Context: an optimization exercise on an open-source flow, tuned for small area, a short achievable clock period and few clock cycles per item. The choices shown serve that exercise and are no tape-out recipe. Function was checked by simulation only, so behaviour that the tests miss may differ from the original. Power and IR drop assume default switching activity.

## flow/design.v (module list and top-level ports; edited modules follow where they fit)
// module Mul_Accumulate: 31 lines
// module Mul_Accumulate_0: 216 lines
// module Mul_Accumulate_1: 268 lines
// module Mul_Accumulate_2: 268 lines
// module Mul_Accumulate_3: 268 lines
// module Mul_Accumulate_4: 268 lines
// module Mul_Accumulate_5: 262 lines
// module Mul_Accumulate_6: 216 lines
// module Mul_Accumulate_7: 268 lines
// module Mul_Accumulate_8: 216 lines
// module Mul_Accumulate_9: 268 lines
// module Mul_Accumulate_10: 268 lines
// module Mul_Accumulate_11: 268 lines
// module Mul_Accumulate_12: 268 lines
// module Mul_Accumulate_13: 268 lines
// module Mul_Accumulate_14: 268 lines
// module Mul_Accumulate_15: 216 lines
// module Weight_ROM: 216 lines
// module Full_Connect: 76 lines
module Full_Connect (
    input              aclk,
    input              aresetn,
    input              s_valid,
    input  [31:0]      s_data,
    output             s_ready,
    output             m_valid,
    output [16*32-1:0] m_data
);
  // ...
==> flow/run.sh <==
#!/bin/bash
# synth_recipe.tcl (not shown) runs the flow's synth.tcl, then flattens the netlist and writes it again
# the make line also repeats each setting of config.mk as NAME=value (left out here)
make -C /OpenROAD-flow-scripts/flow DESIGN_CONFIG=/design/flow/config.mk WORK_HOME=/design/flow/orfs CLKGATE_MAP_FILE= SYNTH_SCRIPT=/design/flow/synth_recipe.tcl finish
==> flow/config.mk <==
export PLATFORM = sky130hd
export DESIGN_NAME = Full_Connect
export DESIGN_NICKNAME = Full_Connect
export VERILOG_FILES = /design/flow/design.v
export SDC_FILE = /design/flow/constraint.sdc
export NUM_CORES = 4
export LEC_CHECK = 0
export CAP_MARGIN = 20
export CORE_MARGIN = 2
export CORE_UTILIZATION = 40
export SETUP_SLACK_MARGIN = 4.8
export SLEW_MARGIN = 20
export SYNTH_MEMORY_MAX_BITS = 16384
==> flow/constraint.sdc <==
create_clock -name core_clock -period 8.0 [get_ports {aclk}]
set_input_delay 1.6000 -clock core_clock [delete_from_list [all_inputs] [get_ports {aclk}]]
set_output_delay 1.6000 -clock core_clock [all_outputs]
set_load 0.01 [all_outputs]
==> impl_metrics.tcl, run 1 <==
set metrics [dict create \
    status "timing/DRC/antenna clean" \
    dieArea_sq_um 362000 \
    use_met1_pct 32.0 \
    leakage_nw 68.8 \
    die_x_um 602 \
    cts.sinks 1895 \
    num_antenna_cells 18 \
    powerComb_w 0.0386 \
    htree_levels 4 \
    crit_path_end_kind "primary output" \
    p_seq_share_pct 25.8 \
    root_buffer "clkbuf_16" \
    power.share.switching_pct 44.1 \
    area_growth_pct 12.6 \
    cts-hold-fix-buffers 0 \
    maxPowerGroup "combinational cells" \
    path_delay_family "flip-flops" \
    synth-compound-area-share_pct 13.1 \
    multi_input_gates 10300 \
    antenna_found_initial 19 \
    relSlewSlack_pct 19.5 \
    hold_class "reg2reg" \
    synth.distinct_cells 105 \
    io_pins 549 \
    synth_area_sq_um 143000 \
    initialDrtViolationCount 8893 \
    hpwlAfterDp_um 317000 \
    clk_share_pct 5.07 \
    multi_input_area_share_pct 59.0 \
    busiest_layer "met2" \
    yosysMostFrequentCell "dfxtp_1" \
]
Testbench counts, summed over its fixed seeds: cycles 24,600, items 384.
==> module Full_Connect, before the edit <==
module Full_Connect (
    input              aclk,
    input              aresetn,
    input              s_valid,
    input  [31:0]      s_data,
    output             s_ready,
    output             m_valid,
    output [16*32-1:0] m_data
);
    localparam N = 16;
    reg         busy;        
    reg  [63:0] pos;         
    reg  [63:0] posn;        
    reg         ready;       
    reg         l1, l2, l3;  
    reg         f1, f1n;     
    reg  [31:0] x1, x1n;     
    reg  [12*N-1:0] sel1;
    wire [12*N-1:0] sel, seln;
    wire [32*N-1:0] init;
    wire take = busy | s_valid;
    assign s_ready = ready;
    always @(posedge aclk or negedge aresetn) begin
        if (!aresetn) begin
            busy  <= 1'b0;
            ready <= 1'b1;
            pos   <= 64'd1;
            posn  <= ~64'd1;
            l1   <= 1'b0;
            l2   <= 1'b0;
            l3   <= 1'b0;
        end
        else begin
            if (take) begin
                pos   <= {pos[62:0], pos[63]};
                posn  <= {posn[62:0], posn[63]};
                busy  <= !pos[63];
                ready <= pos[63];
            end
            l1 <= take & pos[63];
            l2 <= l1;
            l3 <= l2;
        end
    end
    Weight_ROM #(.N(N)) Weight_ROM (
        .addr(pos),
        .sel(sel),
        .init(init)
    );
    Weight_ROM #(.N(N)) Weight_ROM_n (
        .addr(~posn),
        .sel(seln),
        .init()
    );
    always @(posedge aclk) begin
        x1   <= s_data;
        x1n  <= ~s_data;
        sel1 <= {seln[12*N-1:6*N], sel[6*N-1:0]};
        f1   <= pos[0];
        f1n  <= !pos[0];
    end
    genvar i;
    generate
        for (i = 0; i < N; i = i + 1) begin : neuron
            Mul_Accumulate #(.IDX(i)) Mul_Accumulate (
                .clk(aclk),
                .first(i < N/2 ? f1 : !f1n),
                .init(init[32*i+31:32*i]),
                .sel(sel1[12*i+11:12*i]),
                .data(i < N/2 ? x1 : ~x1n),
                .Dout(m_data[32*i+31:32*i])
            );
        end
    endgenerate
    assign m_valid = l3;
endmodule
==> run 2, diff against run 1 <==
--- a/flow/design.v
+++ b/flow/design.v
@@ -4333,5 +4333,5 @@
     reg  [63:0] pos;         
     reg  [63:0] posn;        
-    reg         ready;       
+    reg         nready;      
     reg         l1, l2, l3;  
     reg         f1, f1n;     
@@ -4341,9 +4341,9 @@
     wire [32*N-1:0] init;
     wire take = busy | s_valid;
-    assign s_ready = ready;
+    assign s_ready = !nready;
     always @(posedge aclk or negedge aresetn) begin
         if (!aresetn) begin
             busy  <= 1'b0;
-            ready <= 1'b1;
+            nready <= 1'b0;
             pos   <= 64'd1;
             posn  <= ~64'd1;
@@ -4357,5 +4357,5 @@
                 posn  <= {posn[62:0], posn[63]};
                 busy  <= !pos[63];
-                ready <= pos[63];
+                nready <= !(pos[63] | pos[62]);
             end
             l1 <= take & pos[63];
==> run 2 against run 1 <==
Compared with the run above: combinational power is essentially flat; critical path depth up 11; highest routed layer unchanged; global-route usage grew 0.67 points; non-clock buffer count up 55; final area down 0.66%; sequential share of layout area is 0.24 points higher; count of clock-buffer cells in the layout grew 21; register-to-register slack got worse by 0.04 ns; first-iteration DRC count down 1.1%; setup slack better by 0.13 ns; largest cell class unchanged; core utilization up 0.43 points.
==> impl_metrics.tcl, run 2 <==
set metrics [dict create \
    status "timing/DRC/antenna clean" \
    antenna_found_initial 50 \
    coreArea_sq_um 350000 \
    multi_input_area_sq_um 93500 \
    n_fill_cell 33100 \
    synth_largest_area_cell "dfxtp_1" \
    overflow 0 \
    initialDrtViolationCount 8797 \
    synth_edf_count 0 \
    drive_above_1_share_pct 10.9 \
    clkLatencyLatePin_ns 0.97 \
    synth_area_sq_um 141000 \
    power_density_nw_per_um2 421 \
    fin_skew_ns 0.0815 \
    top_regs "neuron.Mul_Accumulate.genblk1.u.C x512, neuron.Mul_Accumulate.genblk1.u.Dout x512, neuron.Mul_Accumulate.genblk1.u.S x512" \
    yosysTopAreaCellShare_pct 25.1 \
    ys_ff_latch 1896 \
    max_freq_mhz 311 \
    dieArea_sq_um 357000 \
    cpMaxStageDelayCell "o41ai_4" \
    crit_path_cell_trace "ha_1 -> a2111oi_4 -> o21a_1 -> o21ai_2 -> o21ba_4 -> a41oi_4 -> a211oi_4 -> o41ai_4 -> nand2b_1 -> a21o_1 -> a221oi_2 -> xnor2_1" \
    worst_pin_slew_ns 1.15 \
    yosys_warnings 17 \
    final_hold_viol_count 0 \
    min_period_ns 3.21 \
    cts_tree "done" \
    root_buffer "clkbuf_16" \
    grt_pass1_wl_um 699000 \
    tns_ns 0 \
    routed_wl_um 471000 \
    required_ns 8.79 \
    start_util_pct 40.2 \
    grt_max_degree 222 \
    rsz0062_at_grt "true" \
    synth_common_cells "dfxtp_1 (1763), fa_1 (1648), inv_1 (1477), xnor2_1 (1205), xor2_1 (967)" \
    hpwlAfterDp_um 318000 \
    hold_class "reg2reg" \
    vias 106000 \
    cap_violations 0 \
    post-route-drc-count 0 \
    regArea_sq_um 39300 \
    syn_area_per_cell_sq_um 9.73 \
    ant_nets 0 \
    placedInstanceArea_sq_um 149000 \
    io_pins 549 \
    dr.pass1.iters 6 \
    relSlewSlack_pct 23.4 \
    final_area_sq_um 160000 \
    die_x_um 597 \
    rows 217 \
    synth_area_leaders "dfxtp_1 (25%), fa_1 (23%), xnor2_1 (7.5%), xor2_1 (6.0%), ha_1 (4.9%)" \
    grt_pass1_vias 108000 \
    via_per_inst 5.50 \
    path_class "reg2reg" \
    wire_per_inst_um 24.5 \
    cp.arrival_ns 4.00 \
    final_cell_mix "fa_1 (1638), dfxtp_1 (1527), inv_1 (1449), xnor2_1 (1203), xor2_1 (963)" \
    seq_area_frac_synth_pct 27.5 \
    syn_inst 14500 \
    leakage_nw 68.2 \
    grt_util_all_layers_pct 25.6 \
    clock_path_buffers 4 \
    setup_violations 0 \
    synthArstFlopShare_pct 7.01 \
    post-route-period-util_pct 40.2 \
    worst_setup_path_start_kind "register" \
    place_congestion 0.982 \
    syn_nets 16700 \
    max_stage_delay_ns 0.45 \
    crit_path_end_kind "register" \
    die-height_um 597 \
    fin_util_pct 45.7 \
    synth.distinct_cells 87 \
    synthFlopType "dfxtp_1" \
    htree_levels 4 \
    area_growth_pct 13.5 \
    io_buffers 548 \
    final_common_cell "fa_1" \
    cts-hold-fix-buffers 0 \
    nNetsFinal 16700 \
    crit_fanout 3 \
    cts.sinks 1896 \
    numCtsBuffers 229 \
    yosysMostFrequentCell "dfxtp_1" \
    clk_pin_slew_worst_paths_ns 0.06 \
    maxSlewViolCount 0 \
    irDropWorstVdd_uv 280 \
]
run 2: cell types whose count changed after synthesis, moves of 23 or more:
| cell | previous run | this run |
|---|---|---|
| a211oi_1 | 50 | 24 |
| a21o_1 | 277 | 238 |
| buf_1 | 171 | 194 |
| clkbuf_1 | 974 | 932 |
| nand2b_1 | 544 | 567 |
| nand3_1 | 194 | 139 |
| nor2_1 | 338 | 290 |
| o21ai_1 | 9 | 34 |
| xor2_1 | 944 | 967 |
run 2: per-stage QoR:
stage          worst slack (ns)  cells  total power (W)  hold WS (ns)
6_report                   4.79  19200           0.0673         0.357
5_1_grt                    4.65  19200           0.0734         0.374
4_1_cts                    4.67  19100           0.0669         0.364
3_5_place_dp               3.79  18700           0.0549         0.351
3_3_place_gp               3.80  18700           0.0544         0.346
2_1_floorplan              4.84  14500           0.0416         0.331
run 2: worst paths after layout:
path / slack (ns) / endpoint / cells after the start / start
setup / recovery: 4.79 / neuron[9].Mul_Accumulate.genblk1.u.Dout[28] / 12 / neuron[9].Mul_Accumulate.genblk1.u.S[3]
hold / removal: 0.36 / l3 / 0 / l2
setup reg to reg: 4.79 / neuron[9].Mul_Accumulate.genblk1.u.Dout[28] / 12 / neuron[9].Mul_Accumulate.genblk1.u.S[3]
hold reg to reg: 0.36 / l3 / 0 / l2
max in group asynchronous: 5.86 / pos[53] / 2 / aresetn
min in group asynchronous: 0.72 / posn[0] / 1 / aresetn
run 2: per-layer routing:
| layer | share of wire [%] | up-vias | global-route usage, % |
|---|---|---|---|
| met2 | 43 | 4193 | 38.1 |
| met1 | 44 | 53300 | 36.6 |
| li1 | - | 47300 | - |
| met3 | 8.3 | 874 | 5.18 |
| met4 | 4.4 | 18 | 9.64 |
| met5 | 0.047 | - | 0 |
run 2: power by group:
| group | switching [W] | internal, W | total (W) |
|---|---|---|---|
| Clock | 0.00463 | 0.00679 | 0.0114 |
| Combinational | 0.0221 | 0.0161 | 0.0383 |
| Sequential | 0.00298 | 0.0146 | 0.0176 |
| Total | 0.0298 | 0.0375 | 0.0673 |
run 2: worst max-delay path: cells and delay by family (launching register included):
family / cells / cell delay [ns]
simple gates: 1 / 0.09
flops: 1 / 0.32
fa+ha+maj: 1 / 0.26
xor+xnor: 1 / 0.09
compound gates: 9 / 2.25
run 2: cells by family (layout without fill, tap and decap cells):
kind of cell / count (synthesis) / count (layout) / share of synthesized area (%)
compound gates: 2628 / 2628 / 12.4
xor+xnor: 2172 / 2172 / 13.5
fa+ha+maj: 2204 / 2204 / 28.4
buf+inv: 2621 / 2757 / 6.98
flops: 1896 / 1896 / 27.5
mux: 123 / 123 / 0.982
other cells: 0 / 19 / 0
simple gates: 2832 / 2832 / 10.3
run 2: area by class of cell:
cell class | instances | area share [%]
clock inverters | 115 | 1.01
inverters | 1495 | 3.58
multi-input cells | 9959 | 58.5
clock buffers | 314 | 4.09
repair inverters | 15 | 0.0704
flip-flops and latches | 1896 | 24.6
repair buffers | 818 | 4.56
well taps | 4599 | 3.60
diodes | 19 | 0.0297
run 2: what timing repair did:
action,4_1_cts,5_1_grt
cloned,3,14
buffers inserted,33,74
pin swaps,36,117
gates resized for setup,1546,203
endpoints found under the hold margin,0,0
setup endpoints to repair,1097,499
Testbench counts of run 2, summed over its fixed seeds: cycles 24,600, items 384.
==> run 3, diff against run 2 <==
--- a/flow/config.mk
+++ b/flow/config.mk
@@ -9,5 +9,5 @@
 export CORE_MARGIN = 2
 export CORE_UTILIZATION = 40
-export SETUP_SLACK_MARGIN = 4.8
+export SETUP_SLACK_MARGIN = 5.0
 export SLEW_MARGIN = 20
 export SYNTH_MEMORY_MAX_BITS = 16384
==> run 3 against run 2 <==
Compared with the run above: global-route usage is 0.093 points higher; worst hold slack worse by 0.0047 ns; maximum frequency rose by 0.28%; wire length is 0.50% lower; setup slack improved by 0.0089 ns; synthesized area did not move; clock skew shrank 0.0015 ns; core utilization rose by 1.1 points; count of clock-buffer cells in the layout fell by 19; final area rose by 2.4%; power is 3.3% higher; sequential cell count did not move; critical path type is now reg2out; highest routed layer unchanged.
==> impl_metrics.tcl, run 3 <==
set metrics [dict create \
    status "timing/DRC/antenna clean" \
    worst_setup_path_start_kind "register" \
    multi_input_area_sq_um 94700 \
    use_met1_pct 35.4 \
    cap_violations 0 \
    final_common_cell "fa_1" \
    seq_area_frac_synth_pct 27.5 \
    syn_area_per_cell_sq_um 9.73 \
    yosys_warnings 17 \
    antenna_found_initial 37 \
    die-height_um 597 \
    synth.distinct_cells 87 \
    final_hold_viol_count 0 \
    leakage_nw 69.7 \
    grt_util_all_layers_pct 25.7 \
    syn_nets 16700 \
    htree_levels 4 \
    path_delay_family "flip-flops" \
    synth_common_cells "dfxtp_1 (1763), fa_1 (1648), inv_1 (1477), xnor2_1 (1205), xor2_1 (967)" \
    clkLatencyLatePin_ns 0.98 \
    relSlewSlack_pct 25.8 \
    required_ns 6.40 \
    post-route-period-util_pct 40.1 \
    ant_nets 0 \
    irDropWorstVdd_uv 298 \
    hpwlAfterDp_um 313000 \
    cts_tree "done" \
    critPathBufInv 2 \
    worst_pin_slew_ns 1.11 \
    regArea_sq_um 39600 \
    rows 217 \
    drive_above_1_share_pct 16.8 \
    clk_pin_slew_worst_paths_ns 0.06 \
    start_util_pct 40.2 \
    crit_path_end_kind "primary output" \
    coreArea_sq_um 350000 \
    hold_ws_ns 0.352 \
    final_cell_mix "fa_1 (1633), inv_1 (1451), dfxtp_1 (1271), xnor2_1 (1186), xor2_1 (963)" \
    yosysMostFrequentCell "dfxtp_1" \
    syn_inst 14500 \
    root_buffer "clkbuf_16" \
    cpMaxStageDelayCell "dfrtp_2" \
    post-route-drc-count 0 \
    hold_class "reg2reg" \
    maxSlewViolCount 0 \
    via_per_inst 5.50 \
    io_pins 549 \
    synth_edf_count 0 \
    max_freq_mhz 312 \
    grt_pass1_wl_um 704000 \
    max_stage_delay_ns 0.49 \
    overflow 0 \
    dr.pass1.iters 6 \
    grt_pass1_vias 110000 \
    clock_path_buffers 4 \
    yosysTopAreaCellShare_pct 25.1 \
    vias 107000 \
    cp.arrival_ns 1.60 \
    p_total_w 0.0696 \
    nNetsFinal 16800 \
    synth_largest_area_cell "dfxtp_1" \
    place_congestion 0.987 \
    power_density_nw_per_um2 425 \
    grt_util_met2_pct 39.6 \
    initialDrtViolationCount 8425 \
    grtUsageMet3_pct 5.08 \
    busiest_layer "met2" \
    synthArstFlopShare_pct 7.01 \
    path_class "reg2out" \
    crit_path_cell_trace "inv_2 -> buf_6" \
    synth_area_sq_um 141000 \
    synth_area_leaders "dfxtp_1 (25%), fa_1 (23%), xnor2_1 (7.5%), xor2_1 (6.0%), ha_1 (4.9%)" \
    grt_max_degree 126 \
    rsz0062_at_grt "true" \
    crit_fanout 2 \
    dieArea_sq_um 357000 \
    die_x_um 597 \
    fin_skew_ns 0.0800 \
    numCtsBuffers 229 \
    synthFlopType "dfxtp_1" \
    top_regs "neuron.Mul_Accumulate.genblk1.u.C x512, neuron.Mul_Accumulate.genblk1.u.Dout x512, neuron.Mul_Accumulate.genblk1.u.S x512" \
    area_growth_pct 16.2 \
    setup_violations 0 \
    cts.sinks 1896 \
    n_fill_cell 32800 \
    io_buffers 548 \
    cts-hold-fix-buffers 0 \
    wire_per_inst_um 24.2 \
    tns_ns 0 \
    ys_ff_latch 1896 \
    routed_wl_um 469000 \
    min_period_ns 3.20 \
]
## run 3: power by group
group,internal [W],total [W],switching [W],leakage [nW]
clock network,0.00701,0.0117,0.00465,4.04
registers,0.0148,0.0178,0.00304,16.5
logic,0.0175,0.0401,0.0226,49.2
total,0.0393,0.0696,0.0303,69.7
## run 3: worst paths after layout
kind / start / to / slack [ns] / cells after the start
worst max-delay path: nready / s_ready / 4.80 / 2
worst min-delay path: l2 / l3 / 0.35 / 0
worst max register to register: neuron[7].Mul_Accumulate.genblk1.u.C[0] / neuron[7].Mul_Accumulate.genblk1.u.Dout[30] / 4.92 / 13
worst min register to register: l2 / l3 / 0.35 / 0
max in group asynchronous: aresetn / pos[44] / 5.83 / 2
min in group asynchronous: aresetn / posn[0] / 0.73 / 1
## run 3: layout make-up
class | count | share of cell area, %
Clock inverter | 136 | 1.17
Antenna cell | 20 | 0.0306
Multi-Input combinational cell | 9959 | 57.8
Sequential cell | 1896 | 24.2
Timing Repair Buffer | 959 | 5.66
Clock buffer | 295 | 3.96
Inverter | 1495 | 3.49
Tap cell | 4599 | 3.52
Timing Repair inverter | 23 | 0.106
## run 3: kinds of logic (layout without fill, tap and decap cells)
kind of cell    after synthesis  in the layout  share of synthesized area [%]
compound gates             2628           2628                           12.4
xor+xnor                   2172           2172                           13.5
fa+ha+maj                  2204           2204                           28.4
buf+inv                    2621           2908                           6.98
flops                      1896           1896                           27.5
mux                         123            123                          0.982
other cells                   0             20                              0
simple gates               2832           2832                           10.3
## run 3: per-layer routing
layer,routed length [um],vias up
li1,-,47700
met1,203000,54000
met2,208000,4156
met3,37800,853
met4,20800,16
met5,132,-
## run 3: repair_timing
| item | 4_1_cts | 5_1_grt |
|---|---|---|
| pin swaps | 155 | 227 |
| setup endpoints to repair | 1424 | 1097 |
| cloned | 22 | 7 |
| buffers inserted | 128 | 103 |
| gates resized for setup | 3166 | 492 |
## run 3: per-stage QoR
stage | util (%) | area [sq um] | std cells | setup WS [ns]
floorplan | - | 141000 | 14500 | 4.94
finish | 46.8 | 164000 | 19400 | 4.80
global route | 46.8 | 164000 | 19400 | 4.72
CTS | 45.9 | 161000 | 19300 | 4.73
detailed placement | 42.7 | 149000 | 18700 | 4.19
global placement | 42.7 | 149000 | 18700 | 4.20
==> run 4, diff against run 3 <==
--- a/flow/design.v
+++ b/flow/design.v
@@ -4336,5 +4336,5 @@
     reg         l1, l2, l3;  
     reg         f1, f1n;     
-    reg  [31:0] x1, x1n;     
+    reg  [31:0] x1;          
     reg  [12*N-1:0] sel1;
     wire [12*N-1:0] sel, seln;
@@ -4376,5 +4376,4 @@
     always @(posedge aclk) begin
         x1   <= s_data;
-        x1n  <= ~s_data;
         sel1 <= {seln[12*N-1:6*N], sel[6*N-1:0]};
         f1   <= pos[0];
@@ -4389,5 +4388,5 @@
                 .init(init[32*i+31:32*i]),
                 .sel(sel1[12*i+11:12*i]),
-                .data(i < N/2 ? x1 : ~x1n),
+                .data(x1),
                 .Dout(m_data[32*i+31:32*i])
             );
==> run 4 against run 3 <==
Compared with the run above: critical endpoint is now neuron[6].Mul_Accumulate.genblk1.u.sel[5]; sequential power decreased by 3%; largest power group unchanged; power decreased by 0.12%; clock power decreased by 3%; register-to-register slack got worse by 0.09 ns; non-clock buffer count increased by 52; final area increased by 0.81%; global-route usage increased by 1.1 points.
==> impl_metrics.tcl, run 4 <==
set metrics [dict create \
    status "timing/DRC/antenna clean" \
    synth.distinct_cells 86 \
    crit_fanout 13 \
    die_x_um 599 \
    ys_ff_latch 1864 \
    synthFlopType "dfxtp_1" \
    max_freq_mhz 316 \
    path_class "reg2reg" \
    irDropWorstVdd_uv 278 \
    grt_pass1_vias 111000 \
    drive_above_1_share_pct 16.4 \
    cap_violations 0 \
    post-route-drc-count 0 \
    post-place-ws_ns 3.73 \
    worst_pin_slew_ns 1.14 \
    fin_skew_ns 0.0674 \
    cts-hold-fix-buffers 0 \
    required_ns 8.70 \
    p_seq_share_pct 24.8 \
    routed_wl_um 499000 \
    numCtsBuffers 234 \
    clock_path_buffers 4 \
    vias 108000 \
    overflow 0 \
    power.share.switching_pct 44.5 \
    p_clk_share_pct 16.2 \
    start_util_pct 40.2 \
    area_growth_pct 16.4 \
    syn_area_per_cell_sq_um 9.74 \
    synth_common_cells "dfxtp_1 (1731), fa_1 (1648), inv_1 (1422), a22oi_1 (1369), xor2_1 (1234)" \
    place_congestion 1.02 \
    ant_nets 0 \
    ff2ff_setup_slack_ns 4.83 \
    clkLatencyLatePin_ns 0.97 \
    holdPathEnd "l3" \
    synth_edf_count 0 \
    top_regs "neuron.Mul_Accumulate.genblk1.u.C x512, neuron.Mul_Accumulate.genblk1.u.Dout x512, neuron.Mul_Accumulate.genblk1.u.S x512" \
    grt_pass1_wl_um 730000 \
    clk_pin_slew_worst_paths_ns 0.06 \
    synthArstFlopShare_pct 7.14 \
    post-route-period-util_pct 39.6 \
    cp.arrival_ns 3.87 \
    syn_nets 16800 \
    root_buffer "clkbuf_16" \
    antenna_found_initial 26 \
    rsz0062_at_grt "true" \
    grt_max_degree 152 \
    final_common_cell "fa_1" \
    n_fill_cell 33000 \
    synth_largest_area_cell "dfxtp_1" \
    reg2regPathDepth 4 \
    tns_ns 0 \
    p_int_w 0.0386 \
    initialDrtViolationCount 9732 \
    hold_start "l2" \
    synth_area_leaders "dfxtp_1 (24%), fa_1 (23%), xor2_1 (7.6%), a22oi_1 (7.3%), xnor2_1 (5.7%)" \
    yosysTopAreaCellShare_pct 24.5 \
    io_pins 549 \
    cts_tree "done" \
    syn_inst 14500 \
    min_period_ns 3.17 \
    share_comb_of_total_power_pct 59.0 \
    switchingPower_w 0.0309 \
    seq_area_frac_synth_pct 26.9 \
    htree_levels 4 \
    via_per_inst 5.52 \
    yosys_warnings 17 \
    min_delay_path_depth 0 \
    final_cell_mix "fa_1 (1615), inv_1 (1418), a22oi_1 (1332), dfxtp_1 (1302), xor2_1 (1217)" \
    grt_util_all_layers_pct 26.9 \
    relSlewSlack_pct 23.4 \
    hpwlAfterDp_um 310000 \
    synth_area_sq_um 142000 \
    crit_path_end_kind "register" \
    fin_ws_ns 4.83 \
    die-height_um 599 \
    reg2reg_from "pos[39]" \
    maxSlewViolCount 0 \
    yosysMostFrequentCell "dfxtp_1" \
    hold_class "reg2reg" \
    nNetsFinal 16900 \
    cts.sinks 1864 \
    worst_setup_path_start_kind "register" \
    power_density_nw_per_um2 421 \
    dieArea_sq_um 359000 \
    setup_violations 0 \
    dr.pass1.iters 6 \
    rows 218 \
    fin_util_pct 46.8 \
    wire_per_inst_um 25.5 \
    r2r-end "neuron[6].Mul_Accumulate.genblk1.u.sel[5]" \
    leakage_nw 71.1 \
    coreArea_sq_um 353000 \
    io_buffers 548 \
    final_hold_viol_count 0 \
]
## run 4: metal layers
layer | vias to the layer above | global-route usage [%] | wire length, um
met3 | 1155 | 4.12 | 37200
met1 | 54400 | 35.0 | 201000
met4 | 4 | 13.8 | 32100
met2 | 4482 | 43.3 | 229000
met5 | - | 0 | 97
li1 | 48100 | - | -
## run 4: repair_timing
action                     4_1_cts  5_1_grt
hold endpoints to repair         0        0
setup endpoints to repair     1552      947
buffers inserted               174       70
gates resized for setup       2975      553
cloned                           8       17
pin swaps                      139      197
## run 4: logic make-up (layout without fill, tap and decap cells)
kind of cell,after synthesis,count (layout),synth area share (%)
simple gates,2975,2975,10.7
compound gates,2654,2654,13.2
buf+inv,2571,2868,6.82
fa+ha+maj,2204,2204,28.2
xor+xnor,2148,2148,13.3
flops,1864,1864,26.9
mux,123,123,0.975
other cells,0,10,0
## run 4: how the worst max path moves through the flow
stage	from	end	slack, ns	cells past startpoint
3_3_place_gp	x1[15]	neuron[5].Mul_Accumulate.genblk1.u.C[16]	3.75	8
2_1_floorplan	f1n	neuron[10].Mul_Accumulate.genblk1.u.C[31]	5.00	11
4_1_cts	neuron[8].Mul_Accumulate.genblk1.u.C[0]	neuron[8].Mul_Accumulate.genblk1.u.Dout[24]	4.71	13
3_5_place_dp	x1[15]	neuron[5].Mul_Accumulate.genblk1.u.C[16]	3.73	8
6_report	pos[39]	neuron[6].Mul_Accumulate.genblk1.u.sel[5]	4.83	4
5_1_grt	neuron[8].Mul_Accumulate.genblk1.u.C[0]	neuron[8].Mul_Accumulate.genblk1.u.Dout[30]	4.70	13
## run 4: per-stage QoR
step           hold WS [ns]  total power, W  instance area, sq um  std cells
2_1_floorplan         0.331          0.0419                142000      14500
4_1_cts               0.365          0.0683                162000      19500
3_3_place_gp          0.338          0.0547                150000      18900
6_report              0.362          0.0695                165000      19600
5_1_grt               0.387          0.0756                165000      19600
3_5_place_dp          0.345          0.0553                150000      18900
## run 4: power groups by stage
stage / sequential (W) / clock (W) / combinational [W]
2_1_floorplan: 0.0165 / 0 / 0.0254
3_5_place_dp: 0.0170 / 0 / 0.0383
5_1_grt: 0.0176 / 0.0119 / 0.0461
4_1_cts: 0.0170 / 0.0116 / 0.0397
3_3_place_gp: 0.0170 / 0 / 0.0377
6_report: 0.0172 / 0.0113 / 0.0410
## run 4: layout make-up
cell class / count / area [sq um] / area share (%)
tap: 4730 / 5920 / 3.59
timing repair buffer: 1011 / 10400 / 6.29
clock buffer: 298 / 6520 / 3.95
clock inverter: 137 / 1550 / 0.939
inverter: 1422 / 5340 / 3.24
sequential: 1864 / 38800 / 23.5
multi-input combinational: 10100 / 96400 / 58.4
antenna: 10 / 25.0 / 0.0152
## run 4: worst max-delay path, cell delays in order (launching register included)
cell and delay, ns:
dfrtp_1 0.64, nor2_1 0.79, nand2_1 0.13, nor4_1 0.89, nand4_1 0.48
Testbench counts of run 4, summed over its fixed seeds: cycles 24,600, items 384.
==> run 5, diff against run 4 <==
--- a/flow/design.v
+++ b/flow/design.v
@@ -4332,20 +4332,18 @@
     reg         busy;        
     reg  [63:0] pos;         
-    reg  [63:0] posn;        
-    reg         nready;      
+    reg         ready;       
     reg         l1, l2, l3;  
     reg         f1, f1n;     
-    reg  [31:0] x1;          
+    reg  [31:0] x1, x1n;     
     reg  [12*N-1:0] sel1;
-    wire [12*N-1:0] sel, seln;
+    wire [12*N-1:0] sel;
     wire [32*N-1:0] init;
     wire take = busy | s_valid;
-    assign s_ready = !nready;
+    assign s_ready = ready;
     always @(posedge aclk or negedge aresetn) begin
         if (!aresetn) begin
             busy  <= 1'b0;
-            nready <= 1'b0;
+            ready <= 1'b1;
             pos   <= 64'd1;
-            posn  <= ~64'd1;
             l1   <= 1'b0;
             l2   <= 1'b0;
@@ -4355,7 +4353,6 @@
             if (take) begin
                 pos   <= {pos[62:0], pos[63]};
-                posn  <= {posn[62:0], posn[63]};
                 busy  <= !pos[63];
-                nready <= !(pos[63] | pos[62]);
+                ready <= pos[63];
             end
             l1 <= take & pos[63];
@@ -4369,12 +4366,8 @@
         .init(init)
     );
-    Weight_ROM #(.N(N)) Weight_ROM_n (
-        .addr(~posn),
-        .sel(seln),
-        .init()
-    );
     always @(posedge aclk) begin
         x1   <= s_data;
-        sel1 <= {seln[12*N-1:6*N], sel[6*N-1:0]};
+        x1n  <= ~s_data;
+        sel1 <= sel;
         f1   <= pos[0];
         f1n  <= !pos[0];
@@ -4388,5 +4381,5 @@
                 .init(init[32*i+31:32*i]),
                 .sel(sel1[12*i+11:12*i]),
-                .data(x1),
+                .data(i < N/2 ? x1 : ~x1n),
                 .Dout(m_data[32*i+31:32*i])
             );
--- a/flow/config.mk
+++ b/flow/config.mk
@@ -9,5 +9,5 @@
 export CORE_MARGIN = 2
 export CORE_UTILIZATION = 40
-export SETUP_SLACK_MARGIN = 5.0
+export SETUP_SLACK_MARGIN = 4.8
 export SLEW_MARGIN = 20
 export SYNTH_MEMORY_MAX_BITS = 16384
==> run 5 against run 4 <==
Compared with the run above: combinational power is 3% lower; non-clock buffer count is 206 lower; global-route usage is 0.81 points lower; worst hold slack worse by 0.013 ns; via count is 0.88% lower; power is 2.5% lower; critical path type unchanged; synthesized cell count is 0.21% higher; sequential power is 3% lower; largest power group unchanged; sequential cell count is 33 lower.
==> impl_metrics.tcl, run 5 <==
set metrics [dict create \
    status "timing/DRC/antenna clean" \
    final_hold_viol_count 0 \
    crit_path_cell_trace "buf_4 -> nor2_1 -> nand2_1 -> nor3_1 -> nand4_1 -> or4_1" \
    yosysMostFrequentCell "dfxtp_1" \
    vias 107000 \
    synth_largest_area_cell "dfxtp_1" \
    syn_nets 16800 \
    synthFlopType "dfxtp_1" \
    yosysTopAreaCellShare_pct 25.3 \
    required_ns 8.73 \
    tns_ns 0 \
    power_density_nw_per_um2 427 \
    ant_nets 0 \
    switchingPower_w 0.0306 \
    max_stage_delay_ns 1.02 \
    synth_area_leaders "dfxtp_1 (25%), fa_1 (24%), xnor2_1 (7.6%), xor2_1 (5.9%), ha_1 (5.0%)" \
    initialDrtViolationCount 10200 \
    reg2regPathDepth 6 \
    via_per_inst 5.56 \
    wire_per_inst_um 24.8 \
    crit_path_end_kind "register" \
    nNetsFinal 16700 \
    numCtsBuffers 223 \
    place_congestion 1.05 \
    p_total_w 0.0677 \
    antenna_found_initial 46 \
    syn_inst 14600 \
    maxSlewViolCount 0 \
    worst_pin_slew_ns 1.34 \
    grt_pass1_wl_um 708000 \
    leakage_nw 68.8 \
    syn_area_per_cell_sq_um 9.58 \
    synth_edf_count 0 \
    htree_levels 4 \
    relSlewSlack_pct 10.0 \
    routed_wl_um 479000 \
    overflow 0 \
    top_regs "neuron.Mul_Accumulate.genblk1.u.C x512, neuron.Mul_Accumulate.genblk1.u.Dout x512, neuron.Mul_Accumulate.genblk1.u.S x512" \
    worst_setup_path_start_kind "register" \
    cp.arrival_ns 4.12 \
    die_x_um 595 \
    p_clk_share_pct 16.7 \
    io_buffers 548 \
    crit_fanout 10 \
    dieArea_sq_um 354000 \
    yosys_warnings 17 \
    irDropWorstVdd_uv 281 \
    synth.distinct_cells 92 \
    clock_path_buffers 4 \
    clk_pin_slew_worst_paths_ns 0.06 \
    io_pins 549 \
    power.share.switching_pct 45.1 \
    hpwlAfterDp_um 323000 \
    rsz0062_at_grt "true" \
    cap_violations 0 \
    rows 216 \
    grt_util_all_layers_pct 26.1 \
    synth_common_cells "dfxtp_1 (1763), fa_1 (1648), inv_1 (1485), xnor2_1 (1207), clkbuf_1 (956)" \
    root_buffer "clkbuf_16" \
    drive_above_1_share_pct 8.49 \
    area_growth_pct 13.5 \
    post-route-drc-count 0 \
    cpMaxStageDelayCell "nor3_1" \
    start_util_pct 40.3 \
    path_class "reg2reg" \
    p_int_w 0.0372 \
    seq_area_frac_synth_pct 26.5 \
    ff2ff_setup_slack_ns 4.61 \
    setup_violations 0 \
    grt_max_degree 178 \
    min_delay_path_depth 0 \
    ys_ff_latch 1831 \
    hold_class "reg2reg" \
    p_seq_share_pct 24.7 \
    dr.pass1.iters 7 \
    fin_skew_ns 0.113 \
    final_cell_mix "fa_1 (1642), dfxtp_1 (1599), inv_1 (1458), xnor2_1 (1194), xor2_1 (939)" \
    cts-hold-fix-buffers 0 \
    clkLatencyLatePin_ns 0.98 \
    coreArea_sq_um 347000 \
    min_period_ns 3.39 \
    die-height_um 595 \
    max_freq_mhz 295 \
    grt_pass1_vias 110000 \
    cts.sinks 1831 \
    share_comb_of_total_power_pct 58.6 \
    post-route-period-util_pct 42.4 \
    cts_tree "done" \
    synthArstFlopShare_pct 3.71 \
    final_common_cell "fa_1" \
    synth_area_sq_um 140000 \
]
## run 5: changes by cell type after synthesis, moves of 73 or more
cell / before / now
a22oi_1: 1369 / 671
nand2b_1: 613 / 536
xnor2_1: 914 / 1207
nor2_1: 350 / 423
xor2_1: 1234 / 945
o22ai_1: 6 / 706
## run 5: routing by layer
| metal | vias to the layer above | part of all wire [%] | routed length (um) | GRT usage (%) |
|---|---|---|---|---|
| li1 | 47700 | - | - | - |
| met5 | - | 0.026 | 124 | 0 |
| met2 | 4684 | 43 | 207000 | 39.6 |
| met3 | 1130 | 8.8 | 41900 | 5.82 |
| met4 | 20 | 5.4 | 25900 | 11.9 |
| met1 | 53700 | 42 | 203000 | 35.3 |
## run 5: cells by family after synthesis
family,Yosys count,synth area share [%]
and+or+nand+nor,2966,10.7
DFF,1831,26.5
muxes,70,0.557
AOI/OAI and AO/OA,2706,13.0
xor gates and xnor gates,2152,13.5
buffers and inverters,2641,7.10
adders and majority gates,2204,28.6
## run 5: metrics by stage
stage | hold slack (ns) | util [%] | cells | cell area, sq um | setup WS (ns)
after global routing | 0.368 | 45.7 | 19200 | 158000 | 4.71
after floorplan | 0.331 | - | 14600 | 140000 | 4.94
after global placement | 0.333 | 42.7 | 18700 | 148000 | 3.86
final | 0.349 | 45.7 | 19300 | 159000 | 4.61
after detailed placement | 0.346 | 42.7 | 18700 | 148000 | 3.91
after CTS | 0.351 | 45.2 | 19200 | 157000 | 4.57
## run 5: critical path, delay by kind of cell, from the launching register on
family / cells / cell delay (ns)
flops: 1 / 0.52
simple gates: 5 / 2.36
buf+inv: 1 / 0.28
## run 5: final timing paths
check                      startpoint                                         to
max in group asynchronous     aresetn                                         l3
hold / removal                     l2                                         l3
setup / recovery               pos[6]  neuron[6].Mul_Accumulate.genblk1.u.sel[0]
min in group asynchronous     aresetn                                    pos[36]
setup reg to reg               pos[6]  neuron[6].Mul_Accumulate.genblk1.u.sel[0]
hold reg to reg                    l2                                         l3
## run 5: layout make-up
type                            instances  area [sq um]
Inverter                             1501          5750
Clock inverter                        135          1890
Multi-Input combinational cell      10100         93800
Fill cell                           33100        188000
Sequential cell                      1831         37400
Antenna cell                           19          47.5
Timing Repair inverter                 16           120
Timing Repair Buffer                  805          7640
Clock buffer                          280          6220
Tap cell                             4578          5730
## run 5: power by group through the flow
| stage | Sequential [W] | Combinational [W] | Clock [W] |
|---|---|---|---|
| finish | 0.0167 | 0.0397 | 0.0113 |
| global route | 0.0171 | 0.0448 | 0.0119 |
| CTS | 0.0168 | 0.0390 | 0.0115 |
| detailed placement | 0.0169 | 0.0391 | 0 |
| global placement | 0.0169 | 0.0385 | 0 |
| floorplan | 0.0163 | 0.0258 | 0 |
## run 5: repair_timing
action	in CTS	in global routing
cloned	8	10
endpoints found under the setup margin	1088	564
buffers inserted	24	41
endpoints found under the hold margin	0	0
pin swaps	32	55
gates resized for setup	999	195
Testbench counts of run 5, summed over its fixed seeds: cycles 24,600, items 384.

## re-timing with driven ports
The results above use ideal ports. As a check the final layouts listed here were re-extracted and re-timed, cells and wires unchanged.
Step 1, drivers: a clkbuf_16 drives aclk and a buf_2 each remaining input, both assumed.
Step 2 moves the port delays by t, midway between the first and last clock arrival at a register: inputs arrive t later, outputs are due t later. That takes back most of the time a late clock gives input paths.
Slacks: ideal ports / drivers / drivers and shift; pairs: ideal ports / drivers.
run | t, ns | slack for setup (ns) | worst setup path at the end | slew at the worst register clock pin (ns)
run 1 | 1.024 | 4.661 / 4.550 / 3.882 | input to register | 0.08 / 0.08
run 2 | 1.048 | 4.786 / 4.692 / 4.172 | input to register | 0.07 / 0.07
run 3 | 1.050 | 4.795 / 4.680 / 4.169 | input to register | 0.07 / 0.07
run 4 | 1.043 | 4.834 / 4.755 / 4.185 | input to register | 0.07 / 0.07
run 5 | 1.034 | 4.609 / 4.609 / 4.325 | input to register | 0.07 / 0.07
After both steps every run listed still meets setup and hold. For run 1, which loses most, drivers alone change the setup slack by -0.111 ns; drivers and shift together by -0.779 ns.
